Source: an optimization exercise on an open RTL-to-GDS flow (aim: small area, a short achievable clock period and few clock cycles per item). Production flows keep margins and buffers that such runs may drop.
At most, simulation tests tie the RTL to the original design; equivalence was not proved.
The RTL of runs 1, 4 and 5 was laid out without a check of its function.
Power is estimated from default activity; no workload was simulated.

==> design.v <==
module MD5_core(
    input wire clk,
    input wire reset_n,
    input wire init,
    input wire next,
    input wire block_wr,
    input wire block_sel,
    input wire [3:0] block_addr,
    input wire [31:0] block_data,
    output wire [127:0] digest,
    output wire ready
);
localparam A0 = 32'h67452301;
localparam B0 = 32'hefcdab89;
localparam C0 = 32'h98badcfe;
localparam D0 = 32'h10325476;
function [31:0] K(input [5:0] i);
    begin
        case (i)
            6'd0: K = 32'hd76aa478;
            6'd1: K = 32'he8c7b756;
            6'd2: K = 32'h242070db;
            6'd3: K = 32'hc1bdceee;
            6'd4: K = 32'hf57c0faf;
            6'd5: K = 32'h4787c62a;
            6'd6: K = 32'ha8304613;
            6'd7: K = 32'hfd469501;
            6'd8: K = 32'h698098d8;
            6'd9: K = 32'h8b44f7af;
            6'd10: K = 32'hffff5bb1;
            6'd11: K = 32'h895cd7be;
            6'd12: K = 32'h6b901122;
            6'd13: K = 32'hfd987193;
            6'd14: K = 32'ha679438e;
            6'd15: K = 32'h49b40821;
            6'd16: K = 32'hf61e2562;
            6'd17: K = 32'hc040b340;
            6'd18: K = 32'h265e5a51;
            6'd19: K = 32'he9b6c7aa;
            6'd20: K = 32'hd62f105d;
            6'd21: K = 32'h02441453;
            6'd22: K = 32'hd8a1e681;
            6'd23: K = 32'he7d3fbc8;
            6'd24: K = 32'h21e1cde6;
            6'd25: K = 32'hc33707d6;
            6'd26: K = 32'hf4d50d87;
            6'd27: K = 32'h455a14ed;
            6'd28: K = 32'ha9e3e905;
            6'd29: K = 32'hfcefa3f8;
            6'd30: K = 32'h676f02d9;
            6'd31: K = 32'h8d2a4c8a;
            6'd32: K = 32'hfffa3942;
            6'd33: K = 32'h8771f681;
            6'd34: K = 32'h6d9d6122;
            6'd35: K = 32'hfde5380c;
            6'd36: K = 32'ha4beea44;
            6'd37: K = 32'h4bdecfa9;
            6'd38: K = 32'hf6bb4b60;
            6'd39: K = 32'hbebfbc70;
            6'd40: K = 32'h289b7ec6;
            6'd41: K = 32'heaa127fa;
            6'd42: K = 32'hd4ef3085;
            6'd43: K = 32'h04881d05;
            6'd44: K = 32'hd9d4d039;
            6'd45: K = 32'he6db99e5;
            6'd46: K = 32'h1fa27cf8;
            6'd47: K = 32'hc4ac5665;
            6'd48: K = 32'hf4292244;
            6'd49: K = 32'h432aff97;
            6'd50: K = 32'hab9423a7;
            6'd51: K = 32'hfc93a039;
            6'd52: K = 32'h655b59c3;
            6'd53: K = 32'h8f0ccc92;
            6'd54: K = 32'hffeff47d;
            6'd55: K = 32'h85845dd1;
            6'd56: K = 32'h6fa87e4f;
            6'd57: K = 32'hfe2ce6e0;
            6'd58: K = 32'ha3014314;
            6'd59: K = 32'h4e0811a1;
            6'd60: K = 32'hf7537e82;
            6'd61: K = 32'hbd3af235;
            6'd62: K = 32'h2ad7d2bb;
            6'd63: K = 32'heb86d391;
        endcase
    end
endfunction
function [3:0] G(input [5:0] i);
    begin
        case (i)
            6'd0: G = 4'd0;
            6'd1: G = 4'd1;
            6'd2: G = 4'd2;
            6'd3: G = 4'd3;
            6'd4: G = 4'd4;
            6'd5: G = 4'd5;
            6'd6: G = 4'd6;
            6'd7: G = 4'd7;
            6'd8: G = 4'd8;
            6'd9: G = 4'd9;
            6'd10: G = 4'd10;
            6'd11: G = 4'd11;
            6'd12: G = 4'd12;
            6'd13: G = 4'd13;
            6'd14: G = 4'd14;
            6'd15: G = 4'd15;
            6'd16: G = 4'd1;
            6'd17: G = 4'd6;
            6'd18: G = 4'd11;
            6'd19: G = 4'd0;
            6'd20: G = 4'd5;
            6'd21: G = 4'd10;
            6'd22: G = 4'd15;
            6'd23: G = 4'd4;
            6'd24: G = 4'd9;
            6'd25: G = 4'd14;
            6'd26: G = 4'd3;
            6'd27: G = 4'd8;
            6'd28: G = 4'd13;
            6'd29: G = 4'd2;
            6'd30: G = 4'd7;
            6'd31: G = 4'd12;
            6'd32: G = 4'd5;
            6'd33: G = 4'd8;
            6'd34: G = 4'd11;
            6'd35: G = 4'd14;
            6'd36: G = 4'd1;
            6'd37: G = 4'd4;
            6'd38: G = 4'd7;
            6'd39: G = 4'd10;
            6'd40: G = 4'd13;
            6'd41: G = 4'd0;
            6'd42: G = 4'd3;
            6'd43: G = 4'd6;
            6'd44: G = 4'd9;
            6'd45: G = 4'd12;
            6'd46: G = 4'd15;
            6'd47: G = 4'd2;
            6'd48: G = 4'd0;
            6'd49: G = 4'd7;
            6'd50: G = 4'd14;
            6'd51: G = 4'd5;
            6'd52: G = 4'd12;
            6'd53: G = 4'd3;
            6'd54: G = 4'd10;
            6'd55: G = 4'd1;
            6'd56: G = 4'd8;
            6'd57: G = 4'd15;
            6'd58: G = 4'd6;
            6'd59: G = 4'd13;
            6'd60: G = 4'd4;
            6'd61: G = 4'd11;
            6'd62: G = 4'd2;
            6'd63: G = 4'd9;
        endcase
    end
endfunction
function [31:0] rotl(input [31:0] x, input [3:0] j);
    begin
        case (j)
            4'd0: rotl = {x[24:0], x[31:25]};    
            4'd1: rotl = {x[19:0], x[31:20]};    
            4'd2: rotl = {x[14:0], x[31:15]};    
            4'd3: rotl = {x[9:0], x[31:10]};    
            4'd4: rotl = {x[26:0], x[31:27]};    
            4'd5: rotl = {x[22:0], x[31:23]};    
            4'd6: rotl = {x[17:0], x[31:18]};    
            4'd7: rotl = {x[11:0], x[31:12]};    
            4'd8: rotl = {x[27:0], x[31:28]};    
            4'd9: rotl = {x[20:0], x[31:21]};    
            4'd10: rotl = {x[15:0], x[31:16]};    
            4'd11: rotl = {x[8:0], x[31:9]};    
            4'd12: rotl = {x[25:0], x[31:26]};    
            4'd13: rotl = {x[21:0], x[31:22]};    
            4'd14: rotl = {x[16:0], x[31:17]};    
            4'd15: rotl = {x[10:0], x[31:11]};    
        endcase
    end
endfunction
function [31:0] F(input [31:0] b, input [31:0] c, input [31:0] d, input [1:0] t);
    begin
        case (t)
            2'd0: F = d ^ (b & (c ^ d));
            2'd1: F = c ^ (d & (b ^ c));
            2'd2: F = b ^ c ^ d;
            2'd3: F = c ^ (b | ~d);
        endcase
    end
endfunction
function [31:0] bswap(input [31:0] w);
    begin
        bswap = {w[7:0], w[15:8], w[23:16], w[31:24]};
    end
endfunction
reg [31:0] blk [0:15];
reg [31:0] h0_reg, h1_reg, h2_reg, h3_reg;   
reg [31:0] a_reg, b_reg, c_reg, d_reg;
reg [31:0] pre_reg;      
reg [5:0]  ri_reg;
reg        pstep_reg;    
reg        plast_reg;    
reg        pv_reg;       
reg [6:0]  cnt_reg;      
reg        busy_reg;
reg        fin_reg;      
reg        reload_reg;   
wire idle    = ~busy_reg;
wire go      = next & idle;
wire do_init = init & idle;
wire bwe     = block_wr & idle;
wire cnt_lo  = ~cnt_reg[6] & ~cnt_reg[5] & ~cnt_reg[4];    
wire match   = bwe & cnt_lo & ~reload_reg & (block_addr == cnt_reg[3:0]);
wire inval   = bwe & (cnt_reg[4] | (cnt_lo & (block_addr < cnt_reg[3:0])));
wire prep    = match | ((busy_reg | go) & ~cnt_reg[6] & ~reload_reg);
wire step    = (pv_reg & pstep_reg) | fin_reg;
wire [31:0] w_sel  = (block_sel & idle) ? block_data : blk[G(cnt_reg[5:0])];
wire [31:0] pre_new = (pv_reg ? d_reg : a_reg) + K(cnt_reg[5:0]) + w_sel;
wire [31:0] f_val  = F(b_reg, c_reg, d_reg, ri_reg[5:4]);
wire [31:0] b_new  = b_reg + rotl(pre_reg + f_val, {ri_reg[5:4], ri_reg[1:0]});
wire [31:0] h_sum  = h0_reg + b_reg;
assign ready  = idle;
assign digest = {bswap(h0_reg), bswap(h1_reg), bswap(h2_reg), bswap(h3_reg)};
always @(posedge clk or negedge reset_n) begin
    if (!reset_n) begin
        busy_reg   <= 1'b0;
        pv_reg     <= 1'b0;
        cnt_reg    <= 7'd0;
        fin_reg    <= 1'b0;
        reload_reg <= 1'b0;
    end
    else begin
        fin_reg    <= pv_reg & plast_reg;
        reload_reg <= fin_reg | do_init | inval;
        if (go)
            busy_reg <= 1'b1;
        else if (pv_reg & plast_reg)
            busy_reg <= 1'b0;
        if (do_init | inval | reload_reg) begin
            cnt_reg <= 7'd0;
            pv_reg  <= 1'b0;
        end
        else begin
            pv_reg <= prep;
            if (prep)
                cnt_reg <= cnt_reg + 7'd1;
        end
    end
end
always @(posedge clk) begin
    if (bwe)
        blk[block_addr] <= block_data;
    if (prep) begin
        pre_reg   <= pre_new;
        ri_reg    <= cnt_reg[5:0];
        pstep_reg <= (cnt_reg[5:0] >= 6'd61);
        plast_reg <= (cnt_reg[5:0] == 6'd63);
    end
    if (reload_reg) begin
        a_reg <= h0_reg;
        b_reg <= h1_reg;
        c_reg <= h2_reg;
        d_reg <= h3_reg;
    end
    else if (pv_reg) begin
        a_reg <= d_reg;
        b_reg <= b_new;
        c_reg <= b_reg;
        d_reg <= c_reg;
    end
    if (do_init) begin
        h0_reg <= A0;
        h1_reg <= B0;
        h2_reg <= C0;
        h3_reg <= D0;
    end
    else if (step) begin
        h0_reg <= h3_reg;
        h1_reg <= h_sum;
        h2_reg <= h1_reg;
        h3_reg <= h2_reg;
    end
end
endmodule
module MD5(
    input wire clk,
    input wire reset_n,
    input wire cs,
    input wire we,
    input wire [7:0] address,
    input wire [31:0] write_data,
    output wire [31:0] read_data
);
localparam CORE_NAME0   = 32'h6d643520;    
localparam CORE_NAME1   = 32'h68617368;    
localparam CORE_VERSION = 32'h302e3120;    
wire         ready;
wire [127:0] digest;
wire wr       = cs & we;
wire ctrl_wr  = wr & (address == 8'h08);
wire block_wr = wr & (address[7:4] == 4'h2);
MD5_core core(
    .clk(clk),
    .reset_n(reset_n),
    .init(ctrl_wr & write_data[0] & ~write_data[1]),
    .next(ctrl_wr & write_data[1] & ~write_data[0]),
    .block_wr(block_wr),
    .block_sel(address[5]),
    .block_addr(address[3:0]),
    .block_data(write_data),
    .digest(digest),
    .ready(ready)
);
reg [31:0] rd;
always @(*) begin
    rd = 32'h0;
    case (address)
        8'h00: rd = CORE_NAME0;
        8'h01: rd = CORE_NAME1;
        8'h02: rd = CORE_VERSION;
        8'h09: rd = {31'h0, ready};
        8'h40: rd = digest[127:96];
        8'h41: rd = digest[95:64];
        8'h42: rd = digest[63:32];
        8'h43: rd = digest[31:0];
        default: rd = 32'h0;
    endcase
end
assign read_data = rd;
endmodule
==> run.sh <==
#!/bin/bash
# synth_recipe.tcl (not shown) runs the flow's synth.tcl, then flattens the netlist and writes it again
# the make line also repeats each setting of config.mk as NAME=value (left out here)
make -C /OpenROAD-flow-scripts/flow DESIGN_CONFIG=/design/flow/config.mk WORK_HOME=/design/flow/orfs CLKGATE_MAP_FILE= SYNTH_SCRIPT=/design/flow/synth_recipe.tcl finish
==> config.mk <==
export PLATFORM = sky130hd
export DESIGN_NAME = MD5
export DESIGN_NICKNAME = MD5
export VERILOG_FILES = /design/flow/design.v
export SDC_FILE = /design/flow/constraint.sdc
export NUM_CORES = 8
export LEC_CHECK = 0
export CAP_MARGIN = 20
export CORE_MARGIN = 2
export CORE_UTILIZATION = 40
export SLEW_MARGIN = 20
==> constraint.sdc <==
create_clock -name core_clock -period 9.0 [get_ports {clk}]
set_input_delay 1.8000 -clock core_clock [delete_from_list [all_inputs] [get_ports {clk}]]
set_output_delay 1.8000 -clock core_clock [all_outputs]
set_load 0.01 [all_outputs]
==> results of run 1 <==
Yosys cell counts, types with 15 or more instances:
cell type  count
dfxtp_1      160
nand3_1       97
o211ai_1      50
a22oi_1       35
mux2_2        75
o22ai_1       30
o21ai_0      277
nor2b_1       55
fa_1          35
nand2b_1      32
nor2_1       257
ha_1         155
xor2_1        46
a31oi_1      125
a221o_1       24
nand4_1       19
buf_1         40
a221oi_1      60
inv_1        135
and3_1        18
edfxtp_1     646
a211oi_1     236
mux4_2        17
o221ai_1      53
nand2_1      745
mux2i_1       85
a311oi_1      75
a21oi_1      396
buf_2         18
nor3_1        55
clkbuf_1     300
xnor2_1      139
o31ai_1       15
and2_1       146
a21o_1        50
metal layers:
| metal | vias to the layer above | GRT usage | routed length [µm] |
|---|---|---|---|
| li1 | 18280 | - | - |
| met1 | 19553 | 0.3678 | 71270 |
| met2 | 1855 | 0.4074 | 73210 |
| met3 | 347 | 0.04315 | 12880 |
| met4 | 14 | 0.1000 | 7225 |
| met5 | - | 0 | 95 |
placed cells by master, fill, tap and decap left out, types with 18 or more instances in the layout:
cell type / n
a211oi_1: 236
a21o_1: 49
a21oi_1: 394
a221o_1: 24
a221oi_1: 60
a22oi_1: 35
a311oi_1: 75
a31oi_1: 125
and2_1: 146
buf_4: 143
clkbuf_16: 88
clkdlybuf4s50_1: 73
clkinv_1: 18
dfxtp_1: 160
edfxtp_1: 646
fa_1: 35
ha_1: 155
inv_1: 135
mux2_2: 75
mux2i_1: 85
nand2_1: 745
nand2b_1: 32
nand3_1: 96
nand4_1: 19
nor2_1: 237
nor2b_1: 54
nor3_1: 49
o211ai_1: 50
o21ai_0: 276
o221ai_1: 53
o22ai_1: 30
xnor2_1: 139
xor2_1: 46
layout make-up:
| type | count | area (µm²) |
|---|---|---|
| diodes | 2 | 5.005 |
| clock buffers | 112 | 2362 |
| clock inverters | 51 | 634.4 |
| fillers | 11365 | 65730 |
| inverters | 140 | 525.5 |
| multi-input cells | 3592 | 23620 |
| flip-flops and latches | 817 | 22890 |
| well taps | 1612 | 2017 |
| repair buffers | 220 | 1869 |
cell families after synthesis:
group / share of synthesized area
AOI/OAI and AO/OA: 0.2162
and+or+nand+nor: 0.1356
DFF: 0.4750
buffers and inverters: 0.04021
adders and majority gates: 0.05523
xor gates and xnor gates: 0.03465
muxes: 0.04315
metrics by stage:
step / setup WS (ps) / power (mW) / utilization / instance area, µm²
2_1_floorplan: 1101 / 11.31 / - / 48170
3_3_place_gp: 956.6 / 13.94 / 0.4255 / 50910
3_5_place_dp: 849.9 / 14.00 / 0.4256 / 50920
4_1_cts: 822.6 / 17.78 / 0.4506 / 53920
5_1_grt: 113.1 / 19.00 / 0.4507 / 53920
6_report: 646.7 / 17.88 / 0.4507 / 53920
worst max-delay path, delay by kind of cell (launching register included):
family          cells  cell delay [ps]
compound gates     19             4550
xor+xnor            3              600
buf+inv             3             1130
simple gates        3              360
fa+ha+maj           2              750
flops               1              660
power by group:
| group | leakage (nW) | switching, mW | internal (mW) |
|---|---|---|---|
| clock | 1.46 | 1.57 | 2.16 |
| combinational | 10.2 | 5.77 | 3.33 |
| sequential | 7.29 | 0.337 | 4.71 |
worst paths after layout:
kind                                 from  slack (ps)               to  cells past startpoint
max                        core.ri_reg[4]         650   core.b_reg[30]                     30
min                        core.h0_reg[6]         480   core.h0_reg[6]                      2
max reg2reg                core.ri_reg[4]         650   core.b_reg[30]                     30
min reg2reg                core.h0_reg[6]         480   core.h0_reg[6]                      2
max in group asynchronous         reset_n        7010  core.cnt_reg[2]                      1
min in group asynchronous         reset_n        1530    core.busy_reg                      1
==> metrics.md, run 1 <==
| Metric | Value |
|---|---|
| Die span in y | 351.0 µm |
| RePlAce Congestion | 0.9756 |
| Peak Freq | 119.7 MHz |
| Measured slew at the worst slew-check pin | 1278 ps |
| Worst EP required | 9390 ps |
| CTS buffer count | 87 |
| Mean Syn Cell Area | 9.808 µm² |
| Synth warn | 2 |
| Largest stage delay, worst path | 660 ps |
| Num rows | 127 |
| GRT Resource Usage Total | 0.2627 |
| Setup CP Type | reg2reg |
| Startpoint types | flop |
| Synth Flop Type | edfxtp_1 |
| TritonCTS sink count | 817 |
| Top cells by area, synth | edfxtp_1, dfxtp_1, nand2_1, a21oi_1, ha_1 |
| Post-CTS Setup Bufs | 0 |
| Antenna viol nets, final | 0 |
| Share of Yosys cell area claimed by the top area cell type | 0.4027 |
| Nets | 5092 |
| Total Routed Length | 164700 µm |
| Detailed Routing Iterations Pass 1 | 9 |
| Mapped Area | 48170 µm² |
| Residual DRC count | 0 |
| Boundary pin count | 76 |
| CP most frequent cell | o21ai_0 |
| Slowest cell on the critical path | edfxtp_1 |
| RSZ-0062 raised after global routing | no |
| Global route overflow | 0 |
| Status | no timing/DRC/antenna violations |
| Syn-to-layout area delta | 11.95% |
| Largest net degree at the start of global routing | 100 |
| Hold_ws | 481.8 ps |
| Initial antenna violation count | 13 |
| Max-Cap Viols | 0 |
| Clock Path Buffers | 3 |
| Initial drt markers | 4795 |
| Max_slew headroom | 0.1367 |
| Library cells used by synthesis | 89 |
| TritonCTS clock tree | yes |
| Wire length per cell | 25.16 µm |
| First-pass GRT wire length | 246300 µm |
| Setup Total Neg Slack | 0 ps |
| PwrDens | 331.5 nW/µm² |
| Worst Path Max Fanout | 28 |
| Mapped Cells | 4911 |
| Port bufs | 75 |
| Die area | 123200 µm² |
| Synthesized net count | 5145 |
| Pleak | 18.96 nW |
| Period utilisation layout | 0.9281 |
| PostCTS Resize Cnt | 0 |
| Starting Density | 0.4025 |
| Core area | 119700 µm² |
| Endpoints failing hold | 0 |
| Endpoint class of the critical path | flop |
| VDD IR max | 266.8 µV |
| Crit path DAT | 8740 ps |
| Final Setup Violations | 0 |
| Post-layout min period | 8353 ps |
| Pins Over Slew Limit | 0 |
| Root Driver | clkbuf_16 |
| Share of layout cells above drive strength 1 | 0.09286 |
| Placed cells | 6381 |
| CTS Hold Bufs | 0 |
| Vias per cell | 6.118 |
| Die Wd | 351.0 µm |
| Worst Hold Class | reg2reg |
| Max FFs per register | 512 |
| Number of synthesized register bits | 817 |
| Vias | 40049 |
| Final Skew | 33.31 ps |
| Async S/R FF share, synth | 0.01346 |
| Finished Layout Cells | 6546 |
| Yosys top cell by area | edfxtp_1 |
| Vias in the first global route | 37323 |
| Htree depth | 3 |
| Worst-path clk slew | 60 ps |
| Largest reg by FF count | core.blk |
| Clk latency of the worst-skew pair | 680 ps |
| Sequential fraction of the synthesis area | 0.4750 |
| Post-synth EDFFs | 646 |
| Dpl hpwl | 110700 µm |
==> run 2, diff against run 1 <==
--- a/design.v
+++ b/design.v
@@ -86,69 +86,69 @@
 endfunction
-function [3:0] G(input [5:0] i);
+function [15:0] G1H(input [5:0] i);
     begin
         case (i)
-            6'd0: G = 4'd0;
-            6'd1: G = 4'd1;
-            6'd2: G = 4'd2;
-            6'd3: G = 4'd3;
-            6'd4: G = 4'd4;
-            6'd5: G = 4'd5;
-            6'd6: G = 4'd6;
-            6'd7: G = 4'd7;
-            6'd8: G = 4'd8;
-            6'd9: G = 4'd9;
-            6'd10: G = 4'd10;
-            6'd11: G = 4'd11;
-            6'd12: G = 4'd12;
-            6'd13: G = 4'd13;
-            6'd14: G = 4'd14;
-            6'd15: G = 4'd15;
-            6'd16: G = 4'd1;
-            6'd17: G = 4'd6;
-            6'd18: G = 4'd11;
-            6'd19: G = 4'd0;
-            6'd20: G = 4'd5;
-            6'd21: G = 4'd10;
-            6'd22: G = 4'd15;
-            6'd23: G = 4'd4;
-            6'd24: G = 4'd9;
-            6'd25: G = 4'd14;
-            6'd26: G = 4'd3;
-            6'd27: G = 4'd8;
-            6'd28: G = 4'd13;
-            6'd29: G = 4'd2;
-            6'd30: G = 4'd7;
-            6'd31: G = 4'd12;
-            6'd32: G = 4'd5;
-            6'd33: G = 4'd8;
-            6'd34: G = 4'd11;
-            6'd35: G = 4'd14;
-            6'd36: G = 4'd1;
-            6'd37: G = 4'd4;
-            6'd38: G = 4'd7;
-            6'd39: G = 4'd10;
-            6'd40: G = 4'd13;
-            6'd41: G = 4'd0;
-            6'd42: G = 4'd3;
-            6'd43: G = 4'd6;
-            6'd44: G = 4'd9;
-            6'd45: G = 4'd12;
-            6'd46: G = 4'd15;
-            6'd47: G = 4'd2;
-            6'd48: G = 4'd0;
-            6'd49: G = 4'd7;
-            6'd50: G = 4'd14;
-            6'd51: G = 4'd5;
-            6'd52: G = 4'd12;
-            6'd53: G = 4'd3;
-            6'd54: G = 4'd10;
-            6'd55: G = 4'd1;
-            6'd56: G = 4'd8;
-            6'd57: G = 4'd15;
-            6'd58: G = 4'd6;
-            6'd59: G = 4'd13;
-            6'd60: G = 4'd4;
-            6'd61: G = 4'd11;
-            6'd62: G = 4'd2;
-            6'd63: G = 4'd9;
+            6'd0: G1H = 16'h0001;
+            6'd1: G1H = 16'h0002;
+            6'd2: G1H = 16'h0004;
+            6'd3: G1H = 16'h0008;
+            6'd4: G1H = 16'h0010;
+            6'd5: G1H = 16'h0020;
+            6'd6: G1H = 16'h0040;
+            6'd7: G1H = 16'h0080;
+            6'd8: G1H = 16'h0100;
+            6'd9: G1H = 16'h0200;
+            6'd10: G1H = 16'h0400;
+            6'd11: G1H = 16'h0800;
+            6'd12: G1H = 16'h1000;
+            6'd13: G1H = 16'h2000;
+            6'd14: G1H = 16'h4000;
+            6'd15: G1H = 16'h8000;
+            6'd16: G1H = 16'h0002;
+            6'd17: G1H = 16'h0040;
+            6'd18: G1H = 16'h0800;
+            6'd19: G1H = 16'h0001;
+            6'd20: G1H = 16'h0020;
+            6'd21: G1H = 16'h0400;
+            6'd22: G1H = 16'h8000;
+            6'd23: G1H = 16'h0010;
+            6'd24: G1H = 16'h0200;
+            6'd25: G1H = 16'h4000;
+            6'd26: G1H = 16'h0008;
+            6'd27: G1H = 16'h0100;
+            6'd28: G1H = 16'h2000;
+            6'd29: G1H = 16'h0004;
+            6'd30: G1H = 16'h0080;
+            6'd31: G1H = 16'h1000;
+            6'd32: G1H = 16'h0020;
+            6'd33: G1H = 16'h0100;
+            6'd34: G1H = 16'h0800;
+            6'd35: G1H = 16'h4000;
+            6'd36: G1H = 16'h0002;
+            6'd37: G1H = 16'h0010;
+            6'd38: G1H = 16'h0080;
+            6'd39: G1H = 16'h0400;
+            6'd40: G1H = 16'h2000;
+            6'd41: G1H = 16'h0001;
+            6'd42: G1H = 16'h0008;
+            6'd43: G1H = 16'h0040;
+            6'd44: G1H = 16'h0200;
+            6'd45: G1H = 16'h1000;
+            6'd46: G1H = 16'h8000;
+            6'd47: G1H = 16'h0004;
+            6'd48: G1H = 16'h0001;
+            6'd49: G1H = 16'h0080;
+            6'd50: G1H = 16'h4000;
+            6'd51: G1H = 16'h0020;
+            6'd52: G1H = 16'h1000;
+            6'd53: G1H = 16'h0008;
+            6'd54: G1H = 16'h0400;
+            6'd55: G1H = 16'h0002;
+            6'd56: G1H = 16'h0100;
+            6'd57: G1H = 16'h8000;
+            6'd58: G1H = 16'h0040;
+            6'd59: G1H = 16'h2000;
+            6'd60: G1H = 16'h0010;
+            6'd61: G1H = 16'h0800;
+            6'd62: G1H = 16'h0004;
+            6'd63: G1H = 16'h0200;
         endcase
@@ -156,32 +156,20 @@
 endfunction
-function [31:0] rotl(input [31:0] x, input [3:0] j);
+function [31:0] rotl(input [31:0] x, input [15:0] s);
     begin
-        case (j)
-            4'd0: rotl = {x[24:0], x[31:25]};    
-            4'd1: rotl = {x[19:0], x[31:20]};    
-            4'd2: rotl = {x[14:0], x[31:15]};    
-            4'd3: rotl = {x[9:0], x[31:10]};    
-            4'd4: rotl = {x[26:0], x[31:27]};    
-            4'd5: rotl = {x[22:0], x[31:23]};    
-            4'd6: rotl = {x[17:0], x[31:18]};    
-            4'd7: rotl = {x[11:0], x[31:12]};    
-            4'd8: rotl = {x[27:0], x[31:28]};    
-            4'd9: rotl = {x[20:0], x[31:21]};    
-            4'd10: rotl = {x[15:0], x[31:16]};    
-            4'd11: rotl = {x[8:0], x[31:9]};    
-            4'd12: rotl = {x[25:0], x[31:26]};    
-            4'd13: rotl = {x[21:0], x[31:22]};    
-            4'd14: rotl = {x[16:0], x[31:17]};    
-            4'd15: rotl = {x[10:0], x[31:11]};    
-        endcase
-    end
-endfunction
-function [31:0] F(input [31:0] b, input [31:0] c, input [31:0] d, input [1:0] t);
-    begin
-        case (t)
-            2'd0: F = d ^ (b & (c ^ d));
-            2'd1: F = c ^ (d & (b ^ c));
-            2'd2: F = b ^ c ^ d;
-            2'd3: F = c ^ (b | ~d);
-        endcase
+        rotl = ({32{s[0]}} & {x[24:0], x[31:25]}) |
+        ({32{s[1]}} & {x[19:0], x[31:20]}) |
+        ({32{s[2]}} & {x[14:0], x[31:15]}) |
+        ({32{s[3]}} & {x[9:0], x[31:10]}) |
+        ({32{s[4]}} & {x[26:0], x[31:27]}) |
+        ({32{s[5]}} & {x[22:0], x[31:23]}) |
+        ({32{s[6]}} & {x[17:0], x[31:18]}) |
+        ({32{s[7]}} & {x[11:0], x[31:12]}) |
+        ({32{s[8]}} & {x[27:0], x[31:28]}) |
+        ({32{s[9]}} & {x[20:0], x[31:21]}) |
+        ({32{s[10]}} & {x[15:0], x[31:16]}) |
+        ({32{s[11]}} & {x[8:0], x[31:9]}) |
+        ({32{s[12]}} & {x[25:0], x[31:26]}) |
+        ({32{s[13]}} & {x[21:0], x[31:22]}) |
+        ({32{s[14]}} & {x[16:0], x[31:17]}) |
+        ({32{s[15]}} & {x[10:0], x[31:11]});
     end
@@ -196,6 +184,8 @@
 reg [31:0] a_reg, b_reg, c_reg, d_reg;
+reg [31:0] x1_reg, x0_reg;   
 reg [31:0] pre_reg;      
-reg [5:0]  ri_reg;
+reg [15:0] rsel_reg;     
 reg        pstep_reg;    
 reg        plast_reg;    
+reg [15:0] gsel_reg;     
 reg        pv_reg;       
@@ -213,8 +203,28 @@
 wire prep    = match | ((busy_reg | go) & ~cnt_reg[6] & ~reload_reg);
+wire clear   = do_init | inval | reload_reg;
 wire step    = (pv_reg & pstep_reg) | fin_reg;
-wire [31:0] w_sel  = (block_sel & idle) ? block_data : blk[G(cnt_reg[5:0])];
+wire [6:0] cnt_inc = cnt_reg + 7'd1;
+reg [31:0] w_mem;
+integer i;
+always @(*) begin
+    w_mem = 32'h0;
+    for (i = 0; i < 16; i = i + 1)
+        w_mem = w_mem | ({32{gsel_reg[i]}} & blk[i]);
+end
+wire [31:0] w_sel   = (block_sel & idle) ? block_data : w_mem;
 wire [31:0] pre_new = (pv_reg ? d_reg : a_reg) + K(cnt_reg[5:0]) + w_sel;
-wire [31:0] f_val  = F(b_reg, c_reg, d_reg, ri_reg[5:4]);
-wire [31:0] b_new  = b_reg + rotl(pre_reg + f_val, {ri_reg[5:4], ri_reg[1:0]});
-wire [31:0] h_sum  = h0_reg + b_reg;
+wire [31:0] f_val   = (b_reg & x1_reg) | (~b_reg & x0_reg);
+wire [31:0] b_new   = b_reg + rotl(pre_reg + f_val, rsel_reg);
+wire [31:0] h_sum   = h0_reg + b_reg;
+wire [31:0] c_nx = reload_reg ? h2_reg : (pv_reg ? b_reg : c_reg);
+wire [31:0] d_nx = reload_reg ? h3_reg : (pv_reg ? c_reg : d_reg);
+reg  [31:0] x1_new, x0_new;
+always @(*) begin
+    case (cnt_reg[5:4])
+        2'd0: begin x1_new = c_nx;           x0_new = d_nx;          end
+        2'd1: begin x1_new = c_nx | d_nx;    x0_new = c_nx & ~d_nx;  end
+        2'd2: begin x1_new = ~(c_nx ^ d_nx); x0_new = c_nx ^ d_nx;   end
+        2'd3: begin x1_new = ~c_nx;          x0_new = ~(c_nx ^ d_nx); end
+    endcase
+end
 assign ready  = idle;
@@ -226,2 +236,3 @@
         cnt_reg    <= 7'd0;
+        gsel_reg   <= 16'h0001;
         fin_reg    <= 1'b0;
@@ -236,5 +247,6 @@
             busy_reg <= 1'b0;
-        if (do_init | inval | reload_reg) begin
-            cnt_reg <= 7'd0;
-            pv_reg  <= 1'b0;
+        if (clear) begin
+            cnt_reg  <= 7'd0;
+            gsel_reg <= 16'h0001;
+            pv_reg   <= 1'b0;
         end
@@ -242,4 +254,6 @@
             pv_reg <= prep;
-            if (prep)
-                cnt_reg <= cnt_reg + 7'd1;
+            if (prep) begin
+                cnt_reg  <= cnt_inc;
+                gsel_reg <= G1H(cnt_inc[5:0]);
+            end
         end
@@ -252,3 +266,3 @@
         pre_reg   <= pre_new;
-        ri_reg    <= cnt_reg[5:0];
+        rsel_reg  <= 16'h0001 << {cnt_reg[5:4], cnt_reg[1:0]};
         pstep_reg <= (cnt_reg[5:0] >= 6'd61);
@@ -256,2 +270,4 @@
     end
+    x1_reg <= x1_new;
+    x0_reg <= x0_new;
     if (reload_reg) begin
==> run 2 against run 1 <==
- still clean on timing, DRC and antenna
- first-iteration DRC count shrank 3.5%
- final cell count shrank 1.0%
- sequential power grew about 10%
- sequential share of layout area grew 1.4 points
- synthesized area grew 2.4%
- clock power grew 15%
- non-clock buffer count shrank 17
- wire length grew 3.7%
- via count shrank 0.70%
- clock-buffer cell count grew 21
- critical path depth shrank 6
- synthesized cell count shrank 1.8%
- largest power group unchanged
==> metrics.md, run 2 <==
| Metric | Value |
|---|---|
| Status | no timing/DRC/antenna violations |
| Place WS | 886.1 ps |
| Vias in the first global route | 37251 |
| Compound-cell area share of the yosys netlist | 0.2079 |
| Worst flop-to-flop path startpoint | core.b_reg[1] |
| R2R Path End | core.b_reg[30] |
| TritonCTS sink count | 909 |
| Largest net degree at the start of global routing | 191 |
| Final core utilization | 0.4537 |
| PwrDens | 305.3 nW/µm² |
| Wire length per cell | 26.35 µm |
| Syn-to-layout area delta | 12.30% |
| Number of synthesized register bits | 909 |
| Crit path DAT | 8680 ps |
| Hold path endpoint | core.h3_reg[0] |
| Yosys top cell by area | edfxtp_1 |
| Area occupied by multi-input gates | 23070 µm² |
| Worst-path clk slew | 60 ps |
| Commonest cells post-synth | nand2_1, edfxtp_1, o21ai_0, clkbuf_1, a21oi_1 |
| Mapped Cells | 4822 |
| Final setup margin | 775.8 ps |
| Library cells used by synthesis | 86 |
| Post-synth EDFFs | 594 |
| Die Wd | 355.1 µm |
| Dpl hpwl | 111300 µm |
| Synth Area in Adders | 0.06852 |
| Max FFs per register | 512 |
| Most frequent cells in the layout | nand2_1, edfxtp_1, o21ai_0 |
| Max-Cap Viols | 0 |
| Largest family of logic cells by synthesized area | compound AO/OA/AOI/OAI gates |
| Leading cell type in the layout, fill and taps excluded | nand2_1 |
| Clock Path Buffers | 3 |
| Clk latency of the worst-skew pair | 770 ps |
| Hold-critical path depth | 2 |
| Placed inst area | 51870 µm² |
| Hold_ws | 489.3 ps |
| Peak Freq | 121.6 MHz |
| CTS buffer count | 100 |
| Worst Path Max Fanout | 8 |
| Share of layout cells above drive strength 1 | 0.08471 |
| Share of Yosys cell area claimed by the top area cell type | 0.3618 |
| Initial antenna violation count | 7 |
| Post-layout min period | 8224 ps |
| Core area | 122000 µm² |
| Boundary pin count | 76 |
| First-pass GRT wire length | 251500 µm |
| Nets | 5057 |
| Period utilisation layout | 0.9138 |
| XOR/XNOR share of the synthesized area | 0.02053 |
| Most used standard cell by instance count after synthesis | nand2_1 |
| Initial drt markers | 4625 |
| Hold_sp | core.h3_reg[0] |
| Worst Hold Class | reg2reg |
| Synthesized net count | 5115 |
| Num rows | 128 |
| Final Skew | 86.95 ps |
| Sequential fraction of the synthesis area | 0.4925 |
| Vias | 39769 |
| Slowest cell on the critical path | a311oi_1 |
| Mapped Area | 49300 µm² |
| Post-synthesis mux area share | 0.05306 |
| Antenna viol nets, final | 0 |
| Vias per cell | 6.138 |
| Worst EP required | 9450 ps |
| Max_slew headroom | 0.2211 |
| Simple-Gate Fraction of Synth Area | 0.1140 |
| Largest reg by FF count | core.blk |
| FF-to-FF path depth | 24 |
| Starting Density | 0.4040 |
| Final instance area | 55370 µm² |
| Synth Flop Type | edfxtp_1 |
| Die span in y | 355.1 µm |
| Pins Over Slew Limit | 0 |
| Endpoints failing hold | 0 |
| CTS Hold Bufs | 0 |
| FF/Latch Area | 24300 µm² |
| Startpoint types | flop |
| Synth warn | 2 |
| Top cells by area, synth | edfxtp_1, dfxtp_1, ha_1, nand2_1, o21ai_0 |
| Die area | 126100 µm² |
| Global route overflow | 0 |
| Post-CTS Setup Bufs | 0 |
| Measured slew at the worst slew-check pin | 1156 ps |
| TritonCTS clock tree | yes |
| GRT Resource Usage Total | 0.2647 |
| Detailed Routing Iterations Pass 1 | 9 |
| PostCTS Resize Cnt | 0 |
| Setup CP Type | reg2reg |
| Mean Syn Cell Area | 10.22 µm² |
| CP Cell Sequence | mux2_2 > ha_1 > a211oi_2 > o211ai_1 > and4bb_1 > a21bo_2 > a2111oi_0 > or3b_1 > a21oi_1 > o21a_1 > nor2_1 > xor2_1 > o2111ai_1 > ha_1 > nor3_1 > o21ai_0 > a311oi_1 > o31ai_1 > a311oi_1 > o2111ai_1 > a21boi_0 > o21bai_1 > mux2i_1 > o21ai_0 |
| Total Routed Length | 170700 µm |
| Residual DRC count | 0 |
| RSZ-0062 raised after global routing | no |
| RePlAce Congestion | 0.9574 |
| Port bufs | 75 |
| Fillcell total | 11477 |
| Reg-to-reg slack, setup | 780 ps |
| Endpoint class of the critical path | flop |
| VDD IR max | 211.9 µV |
| Root Driver | clkbuf_16 |
| Pleak | 20.19 nW |
| Final Setup Violations | 0 |
| Largest stage delay, worst path | 790 ps |
| Async S/R FF share, synth | 0.02970 |
| Setup Total Neg Slack | 0 ps |
| Htree depth | 3 |
-- run 2: cell types whose count changed after synthesis, moves of 74 or more --
cell      delta
a211oi_1   -209
nand2_1    -148
dfxtp_1    +128
and2_1     -120
a22oi_1    +112
a21oi_1    -103
o21ai_0    +102
a22o_1     +101
a31oi_1     -92
a221oi_1    +79
mux2i_1     +74
-- run 2: through the flow --
step | std cells | power (mW)
final | 6479 | 16.90
after global routing | 6477 | 17.86
after CTS | 6476 | 16.86
after detailed placement | 6286 | 12.56
after global placement | 6286 | 12.52
after floorplan | 4822 | 10.26
-- run 2: worst max-delay path: cells and delay by family (launching register included) --
kind                       cells  cell delay [ps]
xor gates and xnor gates       1              670
DFF                            1              500
AOI/OAI and AO/OA             15             4450
and+or+nand+nor                4             1150
adders and majority gates      2              610
muxes                          2              560
-- run 2: cell type report --
cell class / count / area share
antenna: 2 / 0.00009039
clock buffer: 133 / 0.04910
clock inverter: 57 / 0.01336
inverter: 206 / 0.01397
multi-input combinational: 3344 / 0.4166
sequential: 909 / 0.4389
tap: 1625 / 0.03672
timing repair buffer: 203 / 0.03132
-- run 2: how the worst max path moves through the flow --
| stage | startpoint | endpoint | slack [ps] |
|---|---|---|---|
| 6_report | core.b_reg[1] | core.b_reg[30] | 780 |
| 2_1_floorplan | address[0] | core.gsel_reg[13] | 2260 |
| 3_3_place_gp | core.b_reg[0] | core.b_reg[30] | 810 |
| 3_5_place_dp | core.b_reg[0] | core.b_reg[30] | 890 |
| 5_1_grt | core.b_reg[0] | core.b_reg[30] | 220 |
| 4_1_cts | core.b_reg[1] | core.b_reg[30] | 880 |
-- run 2: cell families after synthesis --
logic type	Yosys count
flops	909
compound gates	1502
fa+ha+maj	249
xor+xnor	113
buf+inv	569
simple gates	1257
mux	223
-- run 2: metal layers --
metal | vias up | GRT usage | routed length [µm]
met5 | - | 0 | 48
met1 | 19802 | 0.3695 | 74240
li1 | 18014 | - | -
met4 | 8 | 0.07983 | 5193
met3 | 266 | 0.04103 | 12250
met2 | 1679 | 0.4239 | 79020
-- run 2: power breakdown --
| part | internal (mW) | switching, mW | total [mW] |
|---|---|---|---|
| registers | 5.15 | 0.400 | 5.55 |
| clock network | 2.47 | 1.81 | 4.28 |
| logic | 2.67 | 4.40 | 7.07 |
Testbench counts of run 2, summed over its fixed seeds: cycles 13,695, blocks 192.
==> run 3, diff against run 2 <==
--- a/config.mk
+++ b/config.mk
@@ -10,2 +10,3 @@
 export CORE_UTILIZATION = 40
+export SETUP_SLACK_MARGIN = 3.5
 export SLEW_MARGIN = 20
==> run 3 against run 2 <==
- first-iteration DRC count grew 7.4%
- die area stayed put
- via count rose by 1.9%
- non-clock buffer count rose by 125
- power is 3.8% higher
- clock power shrank 4.9%
- flip-flop and latch count unchanged
- critical path type unchanged
- critical endpoint is now core.b_reg[23]
==> metrics.md, run 3 <==
| Metric | Value |
|---|---|
| Setup CP Type | reg2reg |
| RePlAce Congestion | 0.9682 |
| Final instance area | 57470 µm² |
| Share of layout cells above drive strength 1 | 0.1378 |
| Total Routed Length | 170000 µm |
| Placed inst area | 51980 µm² |
| Async S/R FF share, synth | 0.02970 |
| Wire length per cell | 25.77 µm |
| Fillcell total | 11212 |
| Library cells used by synthesis | 86 |
| Endpoints failing hold | 0 |
| Startpoint types | flop |
| Hold_ws | 479.5 ps |
| Measured slew at the worst slew-check pin | 1197 ps |
| Boundary pin count | 76 |
| Crit path DAT | 7130 ps |
| Most frequent cells in the layout | edfxtp_1, nand2_1, o21ai_0 |
| DR top layer | met5 |
| Yosys top cell by area | edfxtp_1 |
| Clk latency of the worst-skew pair | 710 ps |
| Mean Syn Cell Area | 10.22 µm² |
| Die Wd | 355.1 µm |
| Vias in the first global route | 37547 |
| Worst Path Max Fanout | 6 |
| Status | no timing/DRC/antenna violations |
| Slowest cell on the critical path | edfxtp_1 |
| Initial drt markers | 4967 |
| Syn-to-layout area delta | 16.56% |
| Global route overflow | 0 |
| Most used standard cell by instance count after synthesis | nand2_1 |
| Worst-path clk slew | 60 ps |
| Largest stage delay, worst path | 450 ps |
| Largest reg by FF count | core.blk |
| Htree depth | 3 |
| Post-layout min period | 6705 ps |
| Die span in y | 355.1 µm |
| Endpoint class of the critical path | flop |
| TritonCTS sink count | 909 |
| TritonCTS clock tree | yes |
| Mapped Area | 49300 µm² |
| Final Setup Violations | 0 |
| Root Driver | clkbuf_16 |
| Worst EP required | 9430 ps |
| Met3 WL | 13510 µm |
| Leading cell type in the layout, fill and taps excluded | edfxtp_1 |
| VDD IR max | 173.1 µV |
| Worst Hold Class | reg2reg |
| Setup Total Neg Slack | 0 ps |
| Post-synth EDFFs | 594 |
| Dpl hpwl | 107400 µm |
| RSZ-0062 raised after global routing | yes |
| Mapped Cells | 4822 |
| Synth warn | 2 |
| Max FFs per register | 512 |
| Largest net degree at the start of global routing | 131 |
| Port bufs | 75 |
| Peak Freq | 149.1 MHz |
| PwrDens | 305.3 nW/µm² |
| Wl on met1 | 72310 µm |
| Total power | 17.54 mW |
| CTS buffer count | 99 |
| Die area | 126100 µm² |
| Residual DRC count | 0 |
| Core area | 122000 µm² |
| Synth Flop Type | edfxtp_1 |
| Sequential fraction of the synthesis area | 0.4925 |
| Final Skew | 27.88 ps |
| Vias | 40537 |
| Synthesized net count | 5115 |
| Period utilisation layout | 0.7450 |
| Starting Density | 0.4040 |
| GRT Resource Usage Total | 0.2603 |
| Clock Path Buffers | 3 |
| Commonest cells post-synth | nand2_1, edfxtp_1, o21ai_0, clkbuf_1, a21oi_1 |
| Vias per cell | 6.143 |
| Nets | 5182 |
| First-pass GRT wire length | 249400 µm |
| Detailed Routing Iterations Pass 1 | 10 |
| Share of Yosys cell area claimed by the top area cell type | 0.3618 |
| Pleak | 21.09 nW |
| Max_slew headroom | 0.1790 |
| Max-Cap Viols | 0 |
| Initial antenna violation count | 9 |
| Number of synthesized register bits | 909 |
| Top cells by area, synth | edfxtp_1, dfxtp_1, ha_1, nand2_1, o21ai_0 |
| Metal2 WL | 76860 µm |
| Num rows | 128 |
| Antenna viol nets, final | 0 |
| Pins Over Slew Limit | 0 |
[run 3: final timing paths]
kind / slack [ps] / cells past startpoint / endpoint / start
min in group asynchronous: 1530 / 2 / core.gsel_reg[6] / reset_n
worst min-delay path: 480 / 1 / core.fin_reg / core.plast_reg
worst min register to register: 480 / 1 / core.fin_reg / core.plast_reg
max in group asynchronous: 7120 / 2 / core.pv_reg / reset_n
worst max register to register: 2300 / 28 / core.b_reg[23] / core.b_reg[0]
worst max-delay path: 2300 / 28 / core.b_reg[23] / core.b_reg[0]
[run 3: power by group]
| part | leakage (nW) | total, mW | internal [mW] | switching, mW |
|---|---|---|---|---|
| combinational | 11.4 | 7.91 | 3.27 | 4.63 |
| sequential | 8.13 | 5.56 | 5.15 | 0.416 |
| clock | 1.57 | 4.07 | 2.32 | 1.75 |
[run 3: metal layers]
| layer | GRT usage | vias up |
|---|---|---|
| met5 | 0 | - |
| met4 | 0.09898 | 14 |
| met3 | 0.04467 | 371 |
| met2 | 0.4105 | 1857 |
| met1 | 0.3579 | 20008 |
| li1 | - | 18287 |
[run 3: cell type report]
class	count	area (µm²)	area share
Clock inverter	54	516.7	0.008992
Timing Repair Buffer	328	2918	0.05077
Sequential cell	909	24310	0.4230
Multi-Input combinational cell	3345	24170	0.4206
Antenna cell	2	5.005	0.00008709
Clock buffer	130	2728	0.04746
Inverter	206	785.8	0.01367
Tap cell	1625	2033	0.03538
[run 3: cells by family (layout without fill, tap and decap cells)]
group / Yosys count / in the layout / share of synthesized area
other: 0 / 2 / 0
multiplexers: 223 / 223 / 0.05306
AO/OA/AOI/OAI: 1502 / 1502 / 0.2079
flip-flops: 909 / 909 / 0.4925
adder cells (fa/ha/maj): 249 / 249 / 0.06852
XOR/XNOR: 113 / 113 / 0.02053
buffers and inverters: 569 / 718 / 0.04347
AND/OR/NAND/NOR: 1257 / 1258 / 0.1140
[run 3: what timing repair did]
| action | in CTS | in global routing |
|---|---|---|
| pin swaps | 62 | 53 |
| cloned | 3 | 2 |
| buffers inserted | 70 | 55 |
| setup endpoints to repair | 96 | 46 |
| hold buffers | 0 | 0 |
| resized for setup | 225 | 105 |
[run 3: critical path: cells and delay by family, from the launching register on]
family                   cells  cell delay (ps)
AO/OA/AOI/OAI               16             3600
XOR/XNOR                     2              240
adder cells (fa/ha/maj)      3              870
buffers and inverters        3              500
flip-flops                   1              450
multiplexers                 1              340
AND/OR/NAND/NOR              3              390
[run 3: stage by stage]
stage / std cells / worst slack, ps / util
floorplan: 4822 / 3068 / -
global placement: 6283 / 1775 / 0.4259
detailed placement: 6283 / 1707 / 0.4259
CTS: 6540 / 2401 / 0.4636
global route: 6597 / 2153 / 0.4709
finish: 6599 / 2295 / 0.4709
==> run 4, diff against run 3 <==
--- a/design.v
+++ b/design.v
@@ -6,3 +6,2 @@
     input wire block_wr,
-    input wire block_sel,
     input wire [3:0] block_addr,
@@ -202,3 +201,3 @@
 wire inval   = bwe & (cnt_reg[4] | (cnt_lo & (block_addr < cnt_reg[3:0])));
-wire prep    = match | ((busy_reg | go) & ~cnt_reg[6] & ~reload_reg);
+wire prep    = match | ((busy_reg | (go & ~cnt_lo)) & ~cnt_reg[6] & ~reload_reg);
 wire clear   = do_init | inval | reload_reg;
@@ -213,3 +212,4 @@
 end
-wire [31:0] w_sel   = (block_sel & idle) ? block_data : w_mem;
+wire        w_bus   = idle & cnt_lo;
+wire [31:0] w_sel   = w_bus ? block_data : w_mem;
 wire [31:0] pre_new = (pv_reg ? d_reg : a_reg) + K(cnt_reg[5:0]) + w_sel;
@@ -321,3 +321,2 @@
     .block_wr(block_wr),
-    .block_sel(address[5]),
     .block_addr(address[3:0]),
--- a/config.mk
+++ b/config.mk
@@ -7,2 +7,3 @@
 export LEC_CHECK = 0
+export ABC_AREA = 1
 export CAP_MARGIN = 20
@@ -10,3 +11,3 @@
 export CORE_UTILIZATION = 40
-export SETUP_SLACK_MARGIN = 3.5
+export SETUP_SLACK_MARGIN = 4.0
 export SLEW_MARGIN = 20
==> run 4 against run 3 <==
- critical endpoint is now read_data[5]
- flip-flop and latch count did not move
- largest power group unchanged
- via count rose by 13%
- register-to-register slack improved by 1500 ps
- still clean
- clock power about the same
- clock skew is 24 ps higher
- wire length grew 18%
- utilization grew 3.0 points
- synthesized cell count rose by 17%
- maximum frequency rose by 26%
- sequential share of layout area fell by 3.1 points
==> metrics.md, run 4 <==
| Metric | Value |
|---|---|
| Most used standard cell by instance count after synthesis | nand2_1 |
| Synthesized net count | 5942 |
| Core area | 123600 µm² |
| Nets | 6242 |
| Reg-to-reg slack, setup | 3800 ps |
| VDD IR max | 1048 µV |
| Root Driver | clkbuf_16 |
| Vias per cell | 5.958 |
| Pins Over Slew Limit | 0 |
| Total Routed Length | 201400 µm |
| Post-layout min period | 5317 ps |
| RePlAce Congestion | 1.025 |
| Die area | 127500 µm² |
| Vias in the first global route | 42149 |
| Synth Flop Type | edfxtp_1 |
| TritonCTS clock tree | yes |
| Mapped Cells | 5649 |
| Measured slew at the worst slew-check pin | 1084 ps |
| Antenna viol nets, final | 0 |
| Residual DRC count | 0 |
| First-pass GRT wire length | 286000 µm |
| Largest stage delay, worst path | 190 ps |
| Starting Density | 0.4034 |
| Setup CP Type | in2out |
| Share of layout cells above drive strength 1 | 0.2145 |
| Max-Cap Viols | 0 |
| Largest net degree at the start of global routing | 87 |
| Final Setup Violations | 0 |
| Worst EP required | 7200 ps |
| Worst Hold Class | reg2reg |
| Detailed Routing Iterations Pass 1 | 7 |
| Dpl hpwl | 129500 µm |
| GRT Resource Usage Total | 0.3029 |
| Mean Syn Cell Area | 8.829 µm² |
| Boundary pin count | 76 |
| Peak Freq | 188.1 MHz |
| Die span in y | 357.1 µm |
| Period utilisation layout | 0.5908 |
| FF/Latch Area | 24300 µm² |
| Endpoint class of the critical path | output port |
| CP most frequent cell | nor2_4 |
| RSZ-0062 raised after global routing | yes |
| CP Cell Sequence | buf_8 > nor2_4 > clkinv_4 > nor2_4 > inv_2 > buf_6 > nor2_4 > buf_12 > clkinvlp_4 > buf_12 > o22ai_2 > a21oi_1 > o211ai_1 > buf_2 |
| Yosys top cell by area | edfxtp_1 |
| Crit path DAT | 3520 ps |
| Endpoints failing hold | 0 |
| Final instance area | 61930 µm² |
| Number of synthesized register bits | 909 |
| Async S/R FF share, synth | 0.02970 |
| Top cells by area, synth | edfxtp_1, dfxtp_1, nand2_1, ha_1, inv_1 |
| Crit path max-delay family | buffers and inverters |
| Crit path buffers/inverters | 8 |
| Share of Yosys cell area claimed by the top area cell type | 0.3577 |
| Die Wd | 357.1 µm |
| Htree depth | 3 |
| Sequential fraction of the synthesis area | 0.4868 |
| Slowest cell on the critical path | buf_12 |
| TritonCTS sink count | 909 |
| Setup Total Neg Slack | 0 ps |
| Vias | 45700 |
| Leading cell type in the layout, fill and taps excluded | nand2_1 |
| Status | no timing/DRC/antenna violations |
| Largest reg by FF count | core.blk |
| Mapped Area | 49870 µm² |
| Most frequent cells in the layout | nand2_1, edfxtp_1, inv_1 |
| Fillcell total | 11482 |
| Post-synth EDFFs | 594 |
| Clock Path Buffers | 3 |
| Startpoint types | input pin |
| Synth warn | 2 |
| Area occupied by multi-input gates | 25660 µm² |
| Worst-path clk slew | 60 ps |
| Initial drt markers | 5459 |
| Global route overflow | 0 |
| Library cells used by synthesis | 77 |
| Commonest cells post-synth | nand2_1, edfxtp_1, inv_1, a21oi_1, o21ai_0 |
| PwrDens | 479.2 nW/µm² |
| Pleak | 25.18 nW |
| Final Skew | 51.88 ps |
| Initial antenna violation count | 10 |
| Syn-to-layout area delta | 24.18% |
| Num rows | 129 |
| Max_slew headroom | 0.2566 |
| Worst Path Max Fanout | 5 |
| CTS buffer count | 99 |
| Clk latency of the worst-skew pair | 730 ps |
| Port bufs | 75 |
| Wire length per cell | 26.25 µm |
| Placed inst area | 52360 µm² |
| Max FFs per register | 512 |
-- run 4: cell type report --
type / count / share of cell area
multi-input combinational: 3892 / 0.4143
sequential: 909 / 0.3923
timing repair buffer: 483 / 0.07075
clock buffer: 134 / 0.04552
inverter: 560 / 0.03590
tap: 1637 / 0.03307
clock inverter: 50 / 0.007516
timing repair inverter: 4 / 0.0005253
antenna: 2 / 0.00008081
-- run 4: worst paths after layout --
kind | start | to | cells after the start
worst min-delay path | core.h2_reg[31] | core.h3_reg[31] | 2
worst min register to register | core.h2_reg[31] | core.h3_reg[31] | 2
max in group asynchronous | reset_n | core.pv_reg | 2
min in group asynchronous | reset_n | core.cnt_reg[0] | 2
worst max-delay path | address[3] | read_data[5] | 14
worst max register to register | core.b_reg[7] | core.b_reg[18] | 28
-- run 4: metrics by stage --
step	power (mW)	hold WS (ps)	util	cells	setup WS (ps)
finish	29.68	459.9	0.5009	7671	3683
global route	31.06	489.2	0.5009	7669	3600
CTS	25.36	465.1	0.4761	7541	3761
detailed placement	17.82	456.9	0.4235	7167	1391
global placement	17.70	443.9	0.4235	7167	1585
floorplan	14.12	426.4	-	5649	4044
-- run 4: layer usage --
layer / share of wire / routed length, µm / global-route usage / up-vias
met3: 0.092 / 18610 / 0.06184 / 635
met2: 0.45 / 91300 / 0.4851 / 2364
met5: 0.00040 / 80 / 0 / -
li1: - / - / - / 20519
met1: 0.40 / 79670 / 0.3929 / 22168
met4: 0.058 / 11720 / 0.1430 / 14
-- run 4: tightest hold or removal path, cell delays in order, from the launching register on --
cell and delay [ps]:
dfxtp_1 300, nand2_1 60, a21oi_1 50
-- run 4: timing repair --
item / in CTS / in global routing
pin swaps: 101 / 226
hold buffers: 0 / 0
gates resized for setup: 555 / 533
setup endpoints to repair: 91 / 67
buffers inserted: 180 / 123
cloned: 10 / 5
-- run 4: logic make-up after synthesis --
kind of cell	Yosys count	synth area share
AO/OA/AOI/OAI	1365	0.1716
flip-flops	909	0.4868
multiplexers	74	0.01560
buffers and inverters	850	0.06631
XOR/XNOR	57	0.01001
adder cells (fa/ha/maj)	249	0.06774
AND/OR/NAND/NOR	2145	0.1819
-- run 4: power by group --
part,internal [mW],switching (mW),total [mW]
combinational,8.07,11.9,20.0
clock,2.32,1.76,4.09
sequential,5.28,0.331,5.61
==> run 5, diff against run 4 <==
--- a/design.v
+++ b/design.v
@@ -155,2 +155,12 @@
 endfunction
+function [31:0] rot2(input [31:0] x, input [3:0] sr, input [4:0] sq);
+    reg [31:0] t;
+    begin
+        t = ({32{sr[0]}} & x) | ({32{sr[1]}} & {x[30:0], x[31]}) |
+            ({32{sr[2]}} & {x[29:0], x[31:30]}) | ({32{sr[3]}} & {x[28:0], x[31:29]});
+        rot2 = ({32{sq[0]}} & {t[27:0], t[31:28]}) | ({32{sq[1]}} & {t[23:0], t[31:24]}) |
+               ({32{sq[2]}} & {t[19:0], t[31:20]}) | ({32{sq[3]}} & {t[15:0], t[31:16]}) |
+               ({32{sq[4]}} & {t[11:0], t[31:12]});
+    end
+endfunction
 function [31:0] rotl(input [31:0] x, input [15:0] s);
@@ -175,2 +185,24 @@
 endfunction
+function [4:0] rot_amt(input [5:0] i);
+    begin
+        case ({i[5:4], i[1:0]})
+            4'd0: rot_amt = 5'd7;
+            4'd1: rot_amt = 5'd12;
+            4'd2: rot_amt = 5'd17;
+            4'd3: rot_amt = 5'd22;
+            4'd4: rot_amt = 5'd5;
+            4'd5: rot_amt = 5'd9;
+            4'd6: rot_amt = 5'd14;
+            4'd7: rot_amt = 5'd20;
+            4'd8: rot_amt = 5'd4;
+            4'd9: rot_amt = 5'd11;
+            4'd10: rot_amt = 5'd16;
+            4'd11: rot_amt = 5'd23;
+            4'd12: rot_amt = 5'd6;
+            4'd13: rot_amt = 5'd10;
+            4'd14: rot_amt = 5'd15;
+            4'd15: rot_amt = 5'd21;
+        endcase
+    end
+endfunction
 function [31:0] bswap(input [31:0] w);
@@ -185,3 +217,4 @@
 reg [31:0] pre_reg;      
-reg [15:0] rsel_reg;     
+reg [3:0]  rlo_reg;      
+reg [4:0]  rhi_reg;      
 reg        pstep_reg;    
@@ -216,3 +249,3 @@
 wire [31:0] f_val   = (b_reg & x1_reg) | (~b_reg & x0_reg);
-wire [31:0] b_new   = b_reg + rotl(pre_reg + f_val, rsel_reg);
+wire [31:0] b_new   = b_reg + rot2(pre_reg + f_val, rlo_reg, rhi_reg);
 wire [31:0] h_sum   = h0_reg + b_reg;
@@ -266,3 +299,4 @@
         pre_reg   <= pre_new;
-        rsel_reg  <= 16'h0001 << {cnt_reg[5:4], cnt_reg[1:0]};
+        rlo_reg   <= 4'h1 << (rot_amt(cnt_reg[5:0]) & 5'd3);
+        rhi_reg   <= 5'h1 << ((rot_amt(cnt_reg[5:0]) >> 2) - 5'd1);
         pstep_reg <= (cnt_reg[5:0] >= 6'd61);
==> run 5 against run 4 <==
- wire length down 4.5%
- synthesized cell count decreased by 2.7%
- maximum frequency is 0.59% higher
- final cell count fell by 2.8%
- critical path depth is 1 lower
- power down 71%
- flip-flop and latch count is 7 lower
- cell area down 3.4%
- worst hold slack improved by 10 ps
- die area down 2.1%
- global-route usage shrank 0.91 points
==> metrics.md, run 5 <==
| Metric | Value |
|---|---|
| Status | no timing/DRC/antenna violations |
| Crit path DAT | 3490 ps |
| Endpoint class of the critical path | output port |
| Core area | 121400 µm² |
| Vias | 43015 |
| Setup CP Type | in2out |
| CTS buffer count | 98 |
| Wire length per cell | 25.77 µm |
| Mapped Cells | 5497 |
| Slowest cell on the critical path | buf_6 |
| PwrDens | 144.3 nW/µm² |
| Vias in the first global route | 39866 |
| Synthesized net count | 5790 |
| Area occupied by multi-input gates | 24370 µm² |
| Die Wd | 353.4 µm |
| Nets | 6039 |
| Max FFs per register | 512 |
| Initial drt markers | 4750 |
| Most frequent cells in the layout | nand2_1, edfxtp_1, inv_1 |
| Worst flop-to-flop path startpoint | core.b_reg[29] |
| Finished Layout Cells | 7460 |
| Antenna viol nets, final | 0 |
| FF/Latch Area | 24080 µm² |
| Largest stage delay, worst path | 190 ps |
| Pins Over Slew Limit | 0 |
| Clock Path Buffers | 3 |
| VDD IR max | 168.9 µV |
| GRT Resource Usage Total | 0.2938 |
| RePlAce Congestion | 1.030 |
| Total power | 8.628 mW |
| Commonest cells post-synth | nand2_1, inv_1, edfxtp_1, o21ai_0, nor2_1 |
| Hold_sp | core.plast_reg |
| Share of layout cells above drive strength 1 | 0.1965 |
| Dpl hpwl | 128400 µm |
| Fillcell total | 11288 |
| Share of Yosys cell area claimed by the top area cell type | 0.3609 |
| Starting Density | 0.4023 |
| Die area | 124900 µm² |
| Async S/R FF share, synth | 0.02993 |
| Boundary pin count | 76 |
| Syn-to-layout area delta | 22.45% |
| Vias per cell | 5.766 |
| Port bufs | 75 |
| Worst setup path start | address[4] |
| Worst Path Max Fanout | 8 |
| Final Skew | 63.05 ps |
| Crit path buffers/inverters | 9 |
| Worst Hold Class | reg2reg |
| Clk latency of the worst-skew pair | 720 ps |
| Max_slew headroom | 0.2230 |
| Peak Freq | 189.2 MHz |
| Worst EP required | 7200 ps |
| Placed inst area | 51420 µm² |
| Library cells used by synthesis | 79 |
| Residual DRC count | 0 |
| Most used standard cell by instance count after synthesis | nand2_1 |
| Mapped Area | 48840 µm² |
| Startpoint types | input pin |
| Detailed Routing Iterations Pass 1 | 6 |
| Worst-path clk slew | 60 ps |
| Setup Total Neg Slack | 0 ps |
| Num rows | 128 |
| Number of synthesized register bits | 902 |
| Endpoints failing hold | 0 |
| Pleak | 24.68 nW |
| First-pass GRT wire length | 271500 µm |
| Final Setup Violations | 0 |
| Measured slew at the worst slew-check pin | 1166 ps |
| RSZ-0062 raised after global routing | yes |
| Top cells by area, synth | edfxtp_1, dfxtp_1, nand2_1, ha_1, inv_1 |
| Yosys top cell by area | edfxtp_1 |
| Mean Syn Cell Area | 8.884 µm² |
| Initial antenna violation count | 7 |
| TritonCTS sink count | 902 |
| Post-synth EDFFs | 587 |
| Global route overflow | 0 |
| Synth warn | 2 |
| Die span in y | 353.4 µm |
| Root Driver | clkbuf_16 |
| Largest reg by FF count | core.blk |
| Post-layout min period | 5286 ps |
| Final core utilization | 0.4926 |
| Largest net degree at the start of global routing | 90 |
| TritonCTS clock tree | yes |
| Synth Flop Type | edfxtp_1 |
| Final instance area | 59800 µm² |
| CP most frequent cell | buf_6 |
| Total Routed Length | 192200 µm |
| Max-Cap Viols | 0 |
| Crit path max-delay family | buffers and inverters |
| Htree depth | 3 |
| Leading cell type in the layout, fill and taps excluded | nand2_1 |
| Placed cells | 7035 |
| Period utilisation layout | 0.5873 |
| Sequential fraction of the synthesis area | 0.4929 |
| CP Cell Sequence | buf_6 > nor2_4 > inv_2 > nor3_4 > buf_4 > buf_6 > buf_6 > nand4_1 > buf_6 > buf_12 > buf_4 > o21ai_1 > buf_2 |
-- run 5: cell count changes after synthesis, moves of 17 or more --
cell and delta:
nor3_1 -23, o22ai_1 -45, nand3_1 +18, clkbuf_1 -20, nand2_1 +18, nor2_1 -40, a21oi_1 -118, inv_1 +81
a211oi_1 -17, o21ai_0 +22, o2111ai_1 -37
-- run 5: final timing paths --
| path | cells after the start | slack (ps) | end |
|---|---|---|---|
| worst max-delay path | 13 | 3710 | read_data[11] |
| worst min-delay path | 2 | 470 | core.fin_reg |
| worst max register to register | 27 | 3770 | core.b_reg[2] |
| worst min register to register | 2 | 470 | core.fin_reg |
| max in group asynchronous | 2 | 7180 | core.gsel_reg[5] |
| min in group asynchronous | 2 | 1480 | core.cnt_reg[2] |
-- run 5: repair_timing --
item                       4_1_cts  5_1_grt
hold buffers                     0        0
pin swaps                       74      146
setup buffers                  134       90
resized for setup              522      409
setup endpoints to repair       85       74
cloned                           8        4
-- run 5: cell type report --
cell class | count | share of cell area
Multi-Input combinational cell | 3711 | 0.4074
Sequential cell | 902 | 0.4026
Timing Repair Buffer | 395 | 0.05938
Clock buffer | 122 | 0.04423
Inverter | 638 | 0.04092
Tap cell | 1625 | 0.03400
Clock inverter | 60 | 0.01111
Antenna cell | 7 | 0.0002929
-- run 5: kinds of logic (layout without fill, tap and decap cells) --
family	count (synthesis)	in the layout	share of synthesized area
buf+inv	888	1215	0.07005
simple gates	2103	2107	0.1826
fa+ha+maj	249	249	0.06918
other cells	0	7	0
flops	902	902	0.4929
compound gates	1225	1225	0.1590
mux	69	69	0.01491
xor+xnor	61	61	0.01140
-- run 5: where the power goes --
group | internal [mW] | leakage (nW) | total (mW) | switching (mW)
Clock | 2.41 | 1.61 | 4.14 | 1.73
Sequential | 4.40 | 8.13 | 4.40 | 0
Combinational | 0.0285 | 14.9 | 0.0883 | 0.0598
-- run 5: tightest hold or removal path: cells and delay by family, from the launching register on --
family        cells  cell delay, ps
simple gates      1              60
buf+inv           1              60
flops             1             320
-- run 5: metrics by stage --
| step | hold slack (ps) | worst slack [ps] |
|---|---|---|
| 2_1_floorplan | 426.4 | 4014 |
| 6_report | 470.3 | 3714 |
| 3_3_place_gp | 465.9 | 2046 |
| 5_1_grt | 485.7 | 3625 |
| 4_1_cts | 467.1 | 3733 |
| 3_5_place_dp | 464.1 | 1991 |
-- run 5: metal layers --
metal | wire length [µm] | GRT usage | vias up
met3 | 15530 | 0.05948 | 444
met4 | 10550 | 0.1466 | 2
met1 | 76280 | 0.3708 | 21021
li1 | - | - | 19651
met2 | 89870 | 0.4796 | 1897
met5 | 13 | 0 | -

-- what the ideal ports hide --
How much do the figures lean on ideal ports? The routed layouts below were timed once more, with nothing changed but the port constraints.
Step 1 (the two cells are an assumption about what drives the block):
set clk [get_ports {clk}]
set_driving_cell -lib_cell sky130_fd_sc_hd__clkbuf_16 $clk
set_driving_cell -lib_cell sky130_fd_sc_hd__buf_2 [delete_from_list [all_inputs] $clk]
Step 2, shift: input delay + t, output delay - t, t = (earliest + latest rising clock arrival at the registers) / 2. This alone moves slack from input paths to output paths.
Three values: ideal, step 1, step 2; two values: the first two.
run	shift t [ns]	setup slack, ns	hold slack, ns	clock arrival spread, ns
run 1	0.732	0.647 / 0.647 / 0.647	0.482 / 0.482 / 0.482	0.034 / 0.034
run 2	0.811	0.776 / 0.776 / 0.776	0.489 / 0.489 / 0.489	0.087 / 0.087
run 3	0.770	2.295 / 2.295 / 2.295	0.480 / 0.480 / 0.480	0.032 / 0.032
run 4	0.784	3.683 / 3.603 / 3.416	0.460 / 0.460 / 0.460	0.052 / 0.052
run 5	0.770	3.714 / 3.623 / 3.393	0.470 / 0.470 / 0.470	0.067 / 0.066
After both steps every run listed still meets setup and hold. For run 5, which loses most, drivers alone change the setup slack by -0.091 ns; drivers and shift together by -0.321 ns.
